From an optimization exercise on the open Yosys and OpenROAD flow, aimed at small area and a short achievable clock period; shortcuts taken in it are not production practice. For this run, only the layout was checked, not whether the RTL still works. Power and IR drop assume default switching activity.

$ cat design/flow/design.v
module DALU(clk, rst, in_valid, instruction, out_valid, out);
input clk, rst, in_valid;
input [18:0] instruction;
output [15:0] out;
output reg out_valid;
wire [18:0] ins = instruction;
wire [2:0] op = ins[18:16];
wire [5:0] s = ins[15:10];
wire [5:0] tt = ins[9:4];
wire [3:0] f = ins[3:0];
wire op0 = op == 3'd0, mo1 = op == 3'd1, mo2 = op == 3'd2, mo3 = op == 3'd3, mo4 = op == 3'd4;
wire mlog = op0 & (f == 4'd0 | f == 4'd1 | f == 4'd2);
wire madd = op0 & (f == 4'd3);
wire msub = op0 & (f == 4'd4);
wire selAs = madd | msub | mo3 | mo4;
wire pass = (op0 & (f <= 4'd4)) | mo3 | mo4;
wire [5:0] sx = s ^ tt, sa = s & tt;
wire lx = op0 & (f == 4'd1 | f == 4'd2), la = op0 & (f == 4'd0 | f == 4'd1);
wire [6:0] nt = 7'd0 - {tt[5], tt};
reg [7:0] r0, r1;
always @* begin
  case (f[1:0])
    2'b01: r0 = {{2{tt[5]}}, tt};
    2'b10: r0 = {nt, 1'b0};
    2'b11: r0 = {nt[6], nt};
    default: r0 = 8'd0;
  endcase
  case (f[3:1])
    3'b001, 3'b010: r1 = {{2{tt[5]}}, tt};
    3'b011: r1 = {tt[5], tt, 1'b0};
    3'b100: r1 = {nt, 1'b0};
    3'b101, 3'b110: r1 = {nt[6], nt};
    default: r1 = 8'd0;
  endcase
end
wire [7:0] w;
wire a0 = ~(s[1]);
wire a1, a2;
DALU_ha u_a1 (.a(s[2]), .b(tt[2]), .s(a1), .co(a2));
wire a3 = ~(s[3] ^ tt[3]);
wire a4 = s[3] | tt[3];
wire a5 = ~(s[4]);
wire a6 = ~(~s[5]);
wire a7, a8;
DALU_ha u_a7 (.a(s[0]), .b(tt[0]), .s(a7), .co(a8));
wire a9, a10;
DALU_fa u_a9 (.a(tt[1]), .b(f[1]), .c(a0), .s(a9), .co(a10));
wire a11, a12;
DALU_fa u_a11 (.a(f[2]), .b(s[1]), .c(a1), .s(a11), .co(a12));
wire a13, a14;
DALU_fa u_a13 (.a(~f[3]), .b(a2), .c(a3), .s(a13), .co(a14));
wire a15, a16;
DALU_fa u_a15 (.a(tt[4]), .b(a5), .c(a4), .s(a15), .co(a16));
wire a17, a18;
DALU_fa u_a17 (.a(~tt[5]), .b(s[4]), .c(a6), .s(a17), .co(a18));
wire a19, a20;
DALU_ha u_a19 (.a(f[0]), .b(a7), .s(a19), .co(a20));
wire a21, a22;
DALU_ha u_a21 (.a(a8), .b(a9), .s(a21), .co(a22));
wire a23, a24;
DALU_ha u_a23 (.a(a10), .b(a11), .s(a23), .co(a24));
wire a25, a26;
DALU_ha u_a25 (.a(a12), .b(a13), .s(a25), .co(a26));
wire a27, a28;
DALU_ha u_a27 (.a(a14), .b(a15), .s(a27), .co(a28));
wire a29, a30;
DALU_ha u_a29 (.a(a17), .b(a16), .s(a29), .co(a30));
wire a31, a32;
DALU_ha u_a31 (.a(~s[5]), .b(a18), .s(a31), .co(a32));
wire a33 = a22 | (a21 & a20);
wire a34 = a21 & a19;
wire a35 = a26 | (a25 & a24);
wire a36 = a25 & a23;
wire a37 = a30 | (a29 & a28);
wire a38 = a29 & a27;
wire a39 = 1'b1 & a32;
wire a40 = 1'b1 & a31;
wire a41 = a24 | (a23 & a33);
wire a42 = a23 & a34;
wire a43 = a35 | (a36 & a33);
wire a44 = a36 & a34;
wire a45 = a32 | (a31 & a37);
wire a46 = a31 & a38;
wire a47 = a39 | (a40 & a37);
wire a48 = a40 & a38;
wire a49 = a28 | (a27 & a43);
wire a50 = a27 & a44;
wire a51 = a37 | (a38 & a43);
wire a52 = a38 & a44;
wire a53 = a45 | (a46 & a43);
wire a54 = a46 & a44;
wire a55 = a47 | (a48 & a43);
wire a56 = a48 & a44;
wire a57 = a21 ^ a20;
wire a58 = a23 ^ a33;
wire a59 = a25 ^ a41;
wire a60 = a27 ^ a43;
wire a61 = a29 ^ a49;
wire a62 = a31 ^ a51;
wire a63 = 1'b1 ^ a53;
assign w[0] = a19;
assign w[1] = a57;
assign w[2] = a58;
assign w[3] = a59;
assign w[4] = a60;
assign w[5] = a61;
assign w[6] = a62;
assign w[7] = a63;
reg v1;
reg ya0;
reg ya1;
reg ya2;
reg ya3;
reg ya4;
reg ya5;
reg ya6;
reg ya7;
reg yb0;
reg yb1;
reg yb2;
reg yb3;
reg yb4;
reg yb5;
reg yb6;
reg yb7;
reg yb8;
reg yb9;
reg yc0;
reg x0;
reg x1;
reg x2;
reg x3;
reg x4;
reg x5;
reg e0;
reg f0;
reg plo0;
reg plo1;
reg plo2;
reg plo3;
reg plo4;
reg plo5;
reg pc0;
reg pa0;
reg pa1;
reg pa2;
reg pa3;
reg pa4;
reg pa5;
reg pa6;
reg pa7;
reg pb0;
reg pb1;
reg pb2;
reg pb3;
reg pb4;
reg pb5;
reg pb6;
reg pb7;
always @(posedge clk) begin
  v1 <= in_valid & ~rst;
  out_valid <= v1 & ~rst;
  ya0 <= (selAs & s[0]) | (mo1 & r0[0]) | (lx & sx[0]);
  ya1 <= (selAs & s[1]) | (mo1 & r0[1]) | (lx & sx[1]);
  ya2 <= (selAs & s[2]) | (mo1 & r0[2]) | (lx & sx[2]);
  ya3 <= (selAs & s[3]) | (mo1 & r0[3]) | (lx & sx[3]);
  ya4 <= (selAs & s[4]) | (mo1 & r0[4]) | (lx & sx[4]) | (mo2 & ~w[1]);
  ya5 <= (selAs & s[5]) | (mo1 & r0[5]) | (lx & sx[5]) | (mo2 & ~w[1]);
  ya6 <= (selAs & s[5]) | (mo1 & r0[6]) | (lx & sx[5]) | (mo2 & ~w[1]);
  ya7 <= (selAs & s[5]) | (mo1 & r0[7]) | (lx & sx[5]) | (mo2 & ~w[1]);
  yb0 <= (la & sa[0]) | (madd & tt[0]) | (msub & nt[0]) | (mo3 & ins[0]) | (mo4 & ~ins[0]) | (mo1 & 1'b0) | (mo2 & 1'b0);
  yb1 <= (la & sa[1]) | (madd & tt[1]) | (msub & nt[1]) | (mo3 & ins[1]) | (mo4 & ~ins[1]) | (mo1 & 1'b0) | (mo2 & 1'b0);
  yb2 <= (la & sa[2]) | (madd & tt[2]) | (msub & nt[2]) | (mo3 & ins[2]) | (mo4 & ~ins[2]) | (mo1 & r1[0]) | (mo2 & 1'b0);
  yb3 <= (la & sa[3]) | (madd & tt[3]) | (msub & nt[3]) | (mo3 & ins[3]) | (mo4 & ~ins[3]) | (mo1 & r1[1]) | (mo2 & w[0]);
  yb4 <= (la & sa[4]) | (madd & tt[4]) | (msub & nt[4]) | (mo3 & ins[4]) | (mo4 & ~ins[4]) | (mo1 & r1[2]) | (mo2 & w[2]);
  yb5 <= (la & sa[5]) | (madd & tt[5]) | (msub & nt[5]) | (mo3 & ins[5]) | (mo4 & ~ins[5]) | (mo1 & r1[3]) | (mo2 & w[3]);
  yb6 <= (la & sa[5]) | (madd & tt[5]) | (msub & nt[6]) | (mo3 & ins[6]) | (mo4 & ~ins[6]) | (mo1 & r1[4]) | (mo2 & w[4]);
  yb7 <= (la & sa[5]) | (madd & tt[5]) | (msub & nt[6]) | (mo3 & ins[7]) | (mo4 & ~ins[7]) | (mo1 & r1[5]) | (mo2 & w[5]);
  yb8 <= (la & sa[5]) | (madd & tt[5]) | (msub & nt[6]) | (mo3 & ins[8]) | (mo4 & ~ins[8]) | (mo1 & r1[6]) | (mo2 & w[6]);
  yb9 <= (la & sa[5]) | (madd & tt[5]) | (msub & nt[6]) | (mo3 & ins[9]) | (mo4 & ~ins[9]) | (mo1 & r1[7]) | (mo2 & w[7]);
  yc0 <= mo4;
  x0 <= mo1 ? s[0] : mo2 ? w[2] : pass;
  x1 <= mo1 ? s[1] : mo2 ? w[3] : 1'b0;
  x2 <= mo1 ? s[2] : mo2 ? w[4] : 1'b0;
  x3 <= mo1 ? s[3] : mo2 ? w[5] : 1'b0;
  x4 <= mo1 ? s[4] : mo2 ? w[6] : 1'b0;
  x5 <= mo1 ? s[5] : mo2 ? w[7] : 1'b0;
  e0 <= mo2 & w[0];
  f0 <= mo2 & ~w[1] & ~w[0];
  plo0 <= m210;
  plo1 <= m212;
  plo2 <= m214;
  plo3 <= m216;
  plo4 <= m218;
  plo5 <= m220;
  pc0 <= m221;
  pa0 <= m157;
  pa1 <= m165;
  pa2 <= m173;
  pa3 <= m181;
  pa4 <= m189;
  pa5 <= m197;
  pa6 <= m203;
  pa7 <= m208;
  pb0 <= m164;
  pb1 <= m172;
  pb2 <= m180;
  pb3 <= m188;
  pb4 <= m196;
  pb5 <= m202;
  pb6 <= m206;
  pb7 <= m207;
end
wire [10:0] y;
wire m0, m1;
DALU_ha u_m0 (.a(ya0), .b(yb0), .s(m0), .co(m1));
wire m2, m3;
DALU_ha u_m2 (.a(ya1), .b(yb1), .s(m2), .co(m3));
wire m4, m5;
DALU_ha u_m4 (.a(ya2), .b(yb2), .s(m4), .co(m5));
wire m6, m7;
DALU_ha u_m6 (.a(ya3), .b(yb3), .s(m6), .co(m7));
wire m8, m9;
DALU_ha u_m8 (.a(ya4), .b(yb4), .s(m8), .co(m9));
wire m10, m11;
DALU_ha u_m10 (.a(ya5), .b(yb5), .s(m10), .co(m11));
wire m12, m13;
DALU_ha u_m12 (.a(ya6), .b(yb6), .s(m12), .co(m13));
wire m14, m15;
DALU_ha u_m14 (.a(ya7), .b(yb7), .s(m14), .co(m15));
wire m16, m17;
DALU_ha u_m16 (.a(ya7), .b(yb8), .s(m16), .co(m17));
wire m18, m19;
DALU_ha u_m18 (.a(ya7), .b(yb9), .s(m18), .co(m19));
wire m20, m21;
DALU_ha u_m20 (.a(ya7), .b(yb9), .s(m20), .co(m21));
wire m22 = m3 | (m2 & m1);
wire m23 = m2 & m0;
wire m24 = m7 | (m6 & m5);
wire m25 = m6 & m4;
wire m26 = m11 | (m10 & m9);
wire m27 = m10 & m8;
wire m28 = m15 | (m14 & m13);
wire m29 = m14 & m12;
wire m30 = m19 | (m18 & m17);
wire m31 = m18 & m16;
wire m32 = m5 | (m4 & m22);
wire m33 = m4 & m23;
wire m34 = m24 | (m25 & m22);
wire m35 = m25 & m23;
wire m36 = m13 | (m12 & m26);
wire m37 = m12 & m27;
wire m38 = m28 | (m29 & m26);
wire m39 = m29 & m27;
wire m40 = m21 | (m20 & m30);
wire m41 = m20 & m31;
wire m42 = m9 | (m8 & m34);
wire m43 = m8 & m35;
wire m44 = m26 | (m27 & m34);
wire m45 = m27 & m35;
wire m46 = m36 | (m37 & m34);
wire m47 = m37 & m35;
wire m48 = m38 | (m39 & m34);
wire m49 = m39 & m35;
wire m50 = m17 | (m16 & m48);
wire m51 = m16 & m49;
wire m52 = m30 | (m31 & m48);
wire m53 = m31 & m49;
wire m54 = m40 | (m41 & m48);
wire m55 = m41 & m49;
wire m56 = m1 | (m0 & yc0);
wire m57 = m22 | (m23 & yc0);
wire m58 = m32 | (m33 & yc0);
wire m59 = m34 | (m35 & yc0);
wire m60 = m42 | (m43 & yc0);
wire m61 = m44 | (m45 & yc0);
wire m62 = m46 | (m47 & yc0);
wire m63 = m48 | (m49 & yc0);
wire m64 = m50 | (m51 & yc0);
wire m65 = m52 | (m53 & yc0);
wire m66 = m54 | (m55 & yc0);
wire m67 = m0 ^ yc0;
wire m68 = m2 ^ m56;
wire m69 = m4 ^ m57;
wire m70 = m6 ^ m58;
wire m71 = m8 ^ m59;
wire m72 = m10 ^ m60;
wire m73 = m12 ^ m61;
wire m74 = m14 ^ m62;
wire m75 = m16 ^ m63;
wire m76 = m18 ^ m64;
wire m77 = m20 ^ m65;
assign y[0] = m67;
assign y[1] = m68;
assign y[2] = m69;
assign y[3] = m70;
assign y[4] = m71;
assign y[5] = m72;
assign y[6] = m73;
assign y[7] = m74;
assign y[8] = m75;
assign y[9] = m76;
assign y[10] = m77;
wire m78 = x0 & y[0];
wire m79 = x0 & y[1];
wire m80 = x0 & y[2];
wire m81 = x0 & y[3];
wire m82 = x0 & y[4];
wire m83 = x0 & y[5];
wire m84 = x0 & y[6];
wire m85 = x0 & y[7];
wire m86 = x0 & y[8];
wire m87 = x0 & y[9];
wire m88 = ~(x0 & y[10]);
wire m89 = x1 & y[0];
wire m90 = x1 & y[1];
wire m91 = x1 & y[2];
wire m92 = x1 & y[3];
wire m93 = x1 & y[4];
wire m94 = x1 & y[5];
wire m95 = x1 & y[6];
wire m96 = x1 & y[7];
wire m97 = x1 & y[8];
wire m98 = ~(x1 & y[9]);
wire m99 = x2 & y[0];
wire m100 = x2 & y[1];
wire m101 = x2 & y[2];
wire m102 = x2 & y[3];
wire m103 = x2 & y[4];
wire m104 = x2 & y[5];
wire m105 = x2 & y[6];
wire m106 = x2 & y[7];
wire m107 = x2 & y[8];
wire m108 = ~(x2 & y[9]);
wire m109 = x3 & y[0];
wire m110 = x3 & y[1];
wire m111 = x3 & y[2];
wire m112 = x3 & y[3];
wire m113 = x3 & y[4];
wire m114 = x3 & y[5];
wire m115 = x3 & y[6];
wire m116 = x3 & y[7];
wire m117 = x3 & y[8];
wire m118 = ~(x3 & y[9]);
wire m119 = x4 & y[0];
wire m120 = x4 & y[1];
wire m121 = x4 & y[2];
wire m122 = x4 & y[3];
wire m123 = x4 & y[4];
wire m124 = x4 & y[5];
wire m125 = x4 & y[6];
wire m126 = x4 & y[7];
wire m127 = x4 & y[8];
wire m128 = ~(x4 & y[9]);
wire m129 = ~(x5 & y[0]);
wire m130 = ~(x5 & y[1]);
wire m131 = ~(x5 & y[2]);
wire m132 = ~(x5 & y[3]);
wire m133 = ~(x5 & y[4]);
wire m134 = ~(x5 & y[5]);
wire m135 = ~(x5 & y[6]);
wire m136 = ~(x5 & y[7]);
wire m137 = ~(x5 & y[8]);
wire m138, m139;
DALU_fa u_m138 (.a(f0), .b(m99), .c(m90), .s(m138), .co(m139));
wire m140, m141;
DALU_fa u_m140 (.a(m109), .b(m100), .c(m91), .s(m140), .co(m141));
wire m142, m143;
DALU_fa u_m142 (.a(m81), .b(m139), .c(m140), .s(m142), .co(m143));
wire m144, m145;
DALU_fa u_m144 (.a(m119), .b(m110), .c(m101), .s(m144), .co(m145));
wire m146, m147;
DALU_fa u_m146 (.a(m92), .b(m82), .c(m141), .s(m146), .co(m147));
wire m148, m149;
DALU_fa u_m148 (.a(m144), .b(m143), .c(m146), .s(m148), .co(m149));
wire m150 = ~(m129 ^ m120);
wire m151 = m129 | m120;
wire m152, m153;
DALU_fa u_m152 (.a(m111), .b(m102), .c(m93), .s(m152), .co(m153));
wire m154, m155;
DALU_fa u_m154 (.a(m150), .b(m83), .c(m145), .s(m154), .co(m155));
wire m156, m157;
DALU_fa u_m156 (.a(m152), .b(m147), .c(m154), .s(m156), .co(m157));
wire m158, m159;
DALU_fa u_m158 (.a(m130), .b(m121), .c(m112), .s(m158), .co(m159));
wire m160, m161;
DALU_fa u_m160 (.a(m103), .b(m151), .c(m94), .s(m160), .co(m161));
wire m162, m163;
DALU_fa u_m162 (.a(m84), .b(m158), .c(m153), .s(m162), .co(m163));
wire m164, m165;
DALU_fa u_m164 (.a(m155), .b(m160), .c(m162), .s(m164), .co(m165));
wire m166, m167;
DALU_fa u_m166 (.a(m131), .b(m122), .c(m113), .s(m166), .co(m167));
wire m168, m169;
DALU_fa u_m168 (.a(m104), .b(m95), .c(m159), .s(m168), .co(m169));
wire m170, m171;
DALU_fa u_m170 (.a(m85), .b(m166), .c(m161), .s(m170), .co(m171));
wire m172, m173;
DALU_fa u_m172 (.a(m168), .b(m163), .c(m170), .s(m172), .co(m173));
wire m174, m175;
DALU_fa u_m174 (.a(m132), .b(m123), .c(m114), .s(m174), .co(m175));
wire m176, m177;
DALU_fa u_m176 (.a(m105), .b(m96), .c(m167), .s(m176), .co(m177));
wire m178, m179;
DALU_fa u_m178 (.a(m86), .b(m174), .c(m169), .s(m178), .co(m179));
wire m180, m181;
DALU_fa u_m180 (.a(m176), .b(m171), .c(m178), .s(m180), .co(m181));
wire m182, m183;
DALU_fa u_m182 (.a(m133), .b(m124), .c(m115), .s(m182), .co(m183));
wire m184, m185;
DALU_fa u_m184 (.a(m106), .b(m87), .c(m97), .s(m184), .co(m185));
wire m186, m187;
DALU_fa u_m186 (.a(m175), .b(m182), .c(m177), .s(m186), .co(m187));
wire m188, m189;
DALU_fa u_m188 (.a(m184), .b(m179), .c(m186), .s(m188), .co(m189));
wire m190, m191;
DALU_fa u_m190 (.a(m134), .b(m125), .c(m116), .s(m190), .co(m191));
wire m192, m193;
DALU_fa u_m192 (.a(m88), .b(m98), .c(m107), .s(m192), .co(m193));
wire m194, m195;
DALU_fa u_m194 (.a(m183), .b(m190), .c(m185), .s(m194), .co(m195));
wire m196, m197;
DALU_fa u_m196 (.a(m192), .b(m187), .c(m194), .s(m196), .co(m197));
wire m198, m199;
DALU_fa u_m198 (.a(m135), .b(m126), .c(m108), .s(m198), .co(m199));
wire m200, m201;
DALU_fa u_m200 (.a(m117), .b(m191), .c(m193), .s(m200), .co(m201));
wire m202, m203;
DALU_fa u_m202 (.a(m198), .b(m195), .c(m200), .s(m202), .co(m203));
wire m204, m205;
DALU_fa u_m204 (.a(m136), .b(m118), .c(m127), .s(m204), .co(m205));
wire m206, m207;
DALU_fa u_m206 (.a(m199), .b(m204), .c(m201), .s(m206), .co(m207));
wire m208, m209;
DALU_fa u_m208 (.a(m128), .b(m137), .c(m205), .s(m208), .co(m209));
wire m210, m211;
DALU_ha u_m210 (.a(e0), .b(m78), .s(m210), .co(m211));
wire m212, m213;
DALU_fa u_m212 (.a(m89), .b(m79), .c(m211), .s(m212), .co(m213));
wire m214, m215;
DALU_fa u_m214 (.a(m80), .b(m138), .c(m213), .s(m214), .co(m215));
wire m216, m217;
DALU_ha u_m216 (.a(m142), .b(m215), .s(m216), .co(m217));
wire m218, m219;
DALU_ha u_m218 (.a(m148), .b(m217), .s(m218), .co(m219));
wire m220, m221;
DALU_fa u_m220 (.a(m149), .b(m156), .c(m219), .s(m220), .co(m221));
wire [7:0] phi;
wire o0, o1;
DALU_ha u_o0 (.a(pa0), .b(pb0), .s(o0), .co(o1));
wire o2, o3;
DALU_ha u_o2 (.a(pa1), .b(pb1), .s(o2), .co(o3));
wire o4, o5;
DALU_ha u_o4 (.a(pa2), .b(pb2), .s(o4), .co(o5));
wire o6, o7;
DALU_ha u_o6 (.a(pa3), .b(pb3), .s(o6), .co(o7));
wire o8, o9;
DALU_ha u_o8 (.a(pa4), .b(pb4), .s(o8), .co(o9));
wire o10, o11;
DALU_ha u_o10 (.a(pa5), .b(pb5), .s(o10), .co(o11));
wire o12, o13;
DALU_ha u_o12 (.a(pa6), .b(pb6), .s(o12), .co(o13));
wire o14, o15;
DALU_ha u_o14 (.a(pa7), .b(pb7), .s(o14), .co(o15));
wire o16 = o3 | (o2 & o1);
wire o17 = o2 & o0;
wire o18 = o7 | (o6 & o5);
wire o19 = o6 & o4;
wire o20 = o11 | (o10 & o9);
wire o21 = o10 & o8;
wire o22 = o15 | (o14 & o13);
wire o23 = o14 & o12;
wire o24 = o5 | (o4 & o16);
wire o25 = o4 & o17;
wire o26 = o18 | (o19 & o16);
wire o27 = o19 & o17;
wire o28 = o13 | (o12 & o20);
wire o29 = o12 & o21;
wire o30 = o22 | (o23 & o20);
wire o31 = o23 & o21;
wire o32 = o9 | (o8 & o26);
wire o33 = o8 & o27;
wire o34 = o20 | (o21 & o26);
wire o35 = o21 & o27;
wire o36 = o28 | (o29 & o26);
wire o37 = o29 & o27;
wire o38 = o30 | (o31 & o26);
wire o39 = o31 & o27;
wire o40 = o1 | (o0 & pc0);
wire o41 = o16 | (o17 & pc0);
wire o42 = o24 | (o25 & pc0);
wire o43 = o26 | (o27 & pc0);
wire o44 = o32 | (o33 & pc0);
wire o45 = o34 | (o35 & pc0);
wire o46 = o36 | (o37 & pc0);
wire o47 = o38 | (o39 & pc0);
wire o48 = o0 ^ pc0;
wire o49 = o2 ^ o40;
wire o50 = o4 ^ o41;
wire o51 = o6 ^ o42;
wire o52 = o8 ^ o43;
wire o53 = o10 ^ o44;
wire o54 = o12 ^ o45;
wire o55 = o14 ^ o46;
assign phi[0] = o48;
assign phi[1] = o49;
assign phi[2] = o50;
assign phi[3] = o51;
assign phi[4] = o52;
assign phi[5] = o53;
assign phi[6] = o54;
assign phi[7] = o55;
wire [13:0] p = {phi, plo5, plo4, plo3, plo2, plo1, plo0};
assign out = {{2{p[13]}}, p};
endmodule
module DALU_fa(input a, input b, input c, output s, output co);
assign s = a ^ b ^ c;
assign co = (a & b) | (a & c) | (b & c);
endmodule
module DALU_ha(input a, input b, output s, output co);
assign s = a ^ b;
assign co = a & b;
endmodule
$ cat design/flow/flow/run.sh
#!/bin/bash
# The standard layout, with the port buffers made of buf_2 cells instead of
# the resizer's default choice (a slow delay cell), and timing repair aiming
# at 5.3 ns of setup slack.
set -euo pipefail
echo 'export BUFFER_PORTS_ARGS = -buffer_cell sky130_fd_sc_hd__buf_2' >> config.mk
echo 'export SETUP_SLACK_MARGIN = 5.3' >> config.mk
bash standard.sh finish > flow.log 2>&1
$ cat design/flow/standard.sh
#!/bin/bash
# synth_recipe.tcl (not shown) runs the flow's synth.tcl, then flattens the netlist and writes it again
# the make line also repeats each setting of config.mk as NAME=value (left out here)
make -C /OpenROAD-flow-scripts/flow DESIGN_CONFIG=/design/flow/config.mk WORK_HOME=/design/flow/orfs CLKGATE_MAP_FILE= SYNTH_SCRIPT=/design/flow/synth_recipe.tcl "${@:-finish}"
$ cat design/flow/config.mk
export PLATFORM = sky130hd
export DESIGN_NAME = DALU
export DESIGN_NICKNAME = DALU
export VERILOG_FILES = /design/flow/design.v
export SDC_FILE = /design/flow/constraint.sdc
export NUM_CORES = 4
export LEC_CHECK = 0
export ABC_AREA = 1
export CAP_MARGIN = 20
export CORE_MARGIN = 2
export CORE_UTILIZATION = 40
export CTS_BUF_LIST = sky130_fd_sc_hd__clkbuf_8
export PLACE_DENSITY = 0.8
export SLEW_MARGIN = 20
export SYNTH_HIERARCHICAL = 1
export SYNTH_MINIMUM_KEEP_SIZE = 0
export BUFFER_PORTS_ARGS = -buffer_cell sky130_fd_sc_hd__buf_2
export SETUP_SLACK_MARGIN = 5.3
$ cat design/flow/constraint.sdc
create_clock -name core_clock -period 9.0 [get_ports {clk}]
set_input_delay 1.8000 -clock core_clock [delete_from_list [all_inputs] [get_ports {clk}]]
set_output_delay 1.8000 -clock core_clock [all_outputs]
set_load 0.01 [all_outputs]
==> metrics.md <==
| Metric | Value |
|---|---|
| Total CTS buffers | 5 |
| Drt first pass iters | 6 |
| Crit path arrival time | 3.92 ns |
| Period utilisation layout | 0.411 |
| Mapped Nets | 712 |
| Cell Area, Synth | 4650 um^2 |
| Post-CTS Hold Buffers | 0 |
| Final WL | 10,700 um |
| Vias in the first global route | 3,874 |
| Number of antenna diodes | 0 |
| H-tree depth | 2 |
| Seq cells post-synth | 52 |
| Slew HR | 0.648 |
| Net Switching | 0.447 mW |
| Ys Warns | 7 |
| CTS Sinks | 52 |
| Final Critical Period | 3.70 ns |
| F_max | 271 MHz |
| Sw Share | 0.427 |
| Root Driver | clkbuf_8 |
| Status | finished clean |
| Final setup violation count | 0 |
| Non-Filler Instances | 778 |
| Sequential area share after synthesis | 0.224 |
| Layout area overhead | 12.7% |
| Skew final | 0.0159 ns |
| Starting Density | 0.409 |
| DR vias | 3,959 |
| Worst Slack Setup Final | 5.30 ns |
| Full die area | 12,500 um^2 |
| VDD IR max | 0.000258 V |
| Vias/cell | 5.09 |
| Max Slew Vio Count | 0 |
| CTS tree | done |
| Wirelength per Cell | 13.8 um |
| DRC violations left | 0 |
| Internal cell power | 0.599 mW |
| Io pins | 39 |
| Dpl ws | 4.72 ns |
| Clk slew on worst S/H paths | 0.10 ns |
| Layout cells sized above 1 | 0.167 |
| Netlist cell types | 37 |
| Final HPWL from detailed placement | 8800 um |
| Tightest Pin Transition | 0.526 ns |
| DP Cell Count | 764 |
| Mapped Cells | 602 |
| Antenna violations before repair | 0 |
| Synth top area cells | dfxtp_1, fa_1, ha_1 |
| CP Max Fanout | 6 |
| Clock insertion delay at the later pin of the skew report | 0.32 ns |
| Crit path required time | 9.22 ns |
| Core Util, Final | 0.461 |
| Tot GR Track Use | 0.177 |
| Post-synth top area share | 0.224 |
| Kind of critical path | in2reg |
| Die width | 112 um |
| NumNets Final | 744 |
| PwrDens | 200 nW/um^2 |
| Combinational Power Share | 0.569 |
| Register share of total power | 0.295 |
| Largest net degree at the start of global routing | 20 |
| Max Root-Sink Buffers | 2 |
| HP Class | reg2reg |
| Core area | 11,400 um^2 |
| I/O Buffers | 38 |
| Congestion Overflow GR | 0 |
| Hold_ws | 0.417 ns |
| Area leader, netlist | dfxtp_1 |
| GP Congestion | 0.960 |
| Worst setup EP type | register |
| # rows | 39 |
| Syn avg cell area | 7.72 um^2 |
| Fin. Hold Viols | 0 |
| Die span in y | 112 um |
| Clock power share | 0.137 |
| First-pass GRT wire length | 18,100 um |
| Iteration-0 DRC Markers | 145 |
| Final TNS setup | 0 ns |
| CP Launch Type | primary input |
| Maximum capacitance violations | 0 |
| Post-DRT Antenna Nets | 0 |
| Static leakage | 2.63 nW |
| RSZ-0062 raised after global routing | true |
-- power by group through the flow --
stage / sequential (mW) / combinational (mW) / clock, mW
3_3_place_gp: 0.307 / 0.515 / 0
4_1_cts: 0.303 / 0.538 / 0.149
6_report: 0.308 / 0.595 / 0.143
2_1_floorplan: 0.301 / 0.486 / 0
5_1_grt: 0.313 / 0.667 / 0.159
3_5_place_dp: 0.309 / 0.531 / 0
-- Yosys cell counts (all sizes together) --
master / number
nand2: 142
inv: 80
nor2: 73
dfxtp: 52
nand3: 47
ha: 45
fa: 43
a21oi: 22
o21ai: 22
buf: 18
xor2: 11
nor3: 9
nand4: 8
o211ai: 6
o22ai: 4
xnor2: 4
or2: 3
a21o: 2
a22oi: 2
clkbuf: 2
nand3b: 2
a211oi: 1
a31oi: 1
clkinv: 1
o2111ai: 1
o221ai: 1
-- per-module statistics from Yosys (local to each module, per instance) --
| module | cells inside | copies in the design |
|---|---|---|
| DALU_fa | 1 | 43 |
| DALU_ha | 1 | 31 |
| DALU | 528 | 1 |
-- layout by cell type (no fill, tap or decap), types with 2 or more instances in the layout --
master	synthesis	routed
a21oi_1	21	16
nand3_1	45	45
ha_1	45	36
dfxtp_1	52	51
inv_1	76	72
o21ai_2	0	2
o21ai_1	4	5
xor2_1	10	10
xnor2_1	4	4
a21o_1	2	2
nor3_4	2	2
ha_2	0	2
or2_2	3	3
nand4_1	8	8
nand2_1	139	136
nor3_2	3	4
inv_6	0	2
clkbuf_8	0	5
a21oi_2	1	5
o22ai_1	4	4
nand2_2	3	6
o211ai_1	6	6
buf_6	0	2
fa_1	43	43
nor2_1	67	65
nand3b_1	2	2
nand3_2	2	2
ha_4	0	7
buf_4	16	9
nor2_4	1	3
buf_2	2	33
inv_2	4	6
nor3_1	4	3
a22oi_1	2	2
nor2_2	5	5
o21ai_0	18	15
-- layer usage --
metal  vias to the layer above  global-route usage  wire [um]
met3                        28              0.0327        742
met4                         0              0.0683        377
li1                       1975                   -          -
met1                      1804               0.219       4470
met2                       152               0.306       5140
met5                         -                   0          0
-- final timing paths --
check                       from   endpoint  slack (ns)  depth (start not counted)
setup / recovery  instruction[7]        yb7        5.30                         15
hold / removal                v1  out_valid        0.42                          2
setup reg to reg             ya1       plo5        5.50                         10
hold reg to reg               v1  out_valid        0.42                          2
-- cell type report --
type                       count  area, um^2
clock buffer                   5        68.8
clock inverter                 3        28.8
fill                        1084        6130
inverter                      81         319
multi-input combinational    449        3320
sequential                    52        1040
tap                          143         179
timing repair buffer          45         275
-- cell families after synthesis --
logic type / count (synthesis) / synth area share
adders and majority gates: 88 / 0.306
xor gates and xnor gates: 15 / 0.0299
AOI/OAI and AO/OA: 62 / 0.0765
and+or+nand+nor: 284 / 0.268
DFF: 52 / 0.224
buffers and inverters: 101 / 0.0950
-- metrics by stage --
| step | area, um^2 | total power [mW] |
|---|---|---|
| finish | 5240 | 1.05 |
| detailed placement | 4930 | 0.840 |
| global placement | 4930 | 0.822 |
| CTS | 5050 | 0.990 |
| floorplan | 4700 | 0.787 |
| global route | 5240 | 1.14 |
-- critical path: stages --
cell and delay (ns):
buf_12 0.11, inv_12 0.03, ha_4 0.26, inv_2 0.04, fa_1 0.55, ha_4 0.23, a21oi_2 0.14, nand2_2 0.10
ha_4 0.17, nor2_4 0.10, a21oi_2 0.07, o21ai_2 0.08, o211ai_1 0.10, nor2_1 0.09, nand2_1 0.05
-- what timing repair did --
action,in CTS,in global routing
gates resized for setup,7,30
pin swaps,2,17
endpoints found under the setup margin,9,10
setup buffers,0,6

## separate check: timing with driven ports
The results above use ideal ports. As a check the final layout listed here was re-extracted and re-timed, cells and wires unchanged. Step 1 sets driving cells, clkbuf_16 on the clock port and buf_2 on the other inputs (assumed; they add their load-dependent delay and slew). Step 2, shift: input delay + t, output delay - t, t = (earliest + latest rising clock arrival at the registers) / 2. This alone moves slack from input paths to output paths. Three values: ideal, step 1, step 2; two values: the first two.
shift t [ns]: 0.345
setup WS [ns]: 5.304 / 5.274 / 4.929
hold slack, ns: 0.417 / 0.417 / 0.417
worst data-port slew with drivers (ns): 0.06
After both steps setup and hold are still met in this run. For this run, drivers alone change the setup slack by -0.030 ns; drivers and shift together by -0.375 ns.
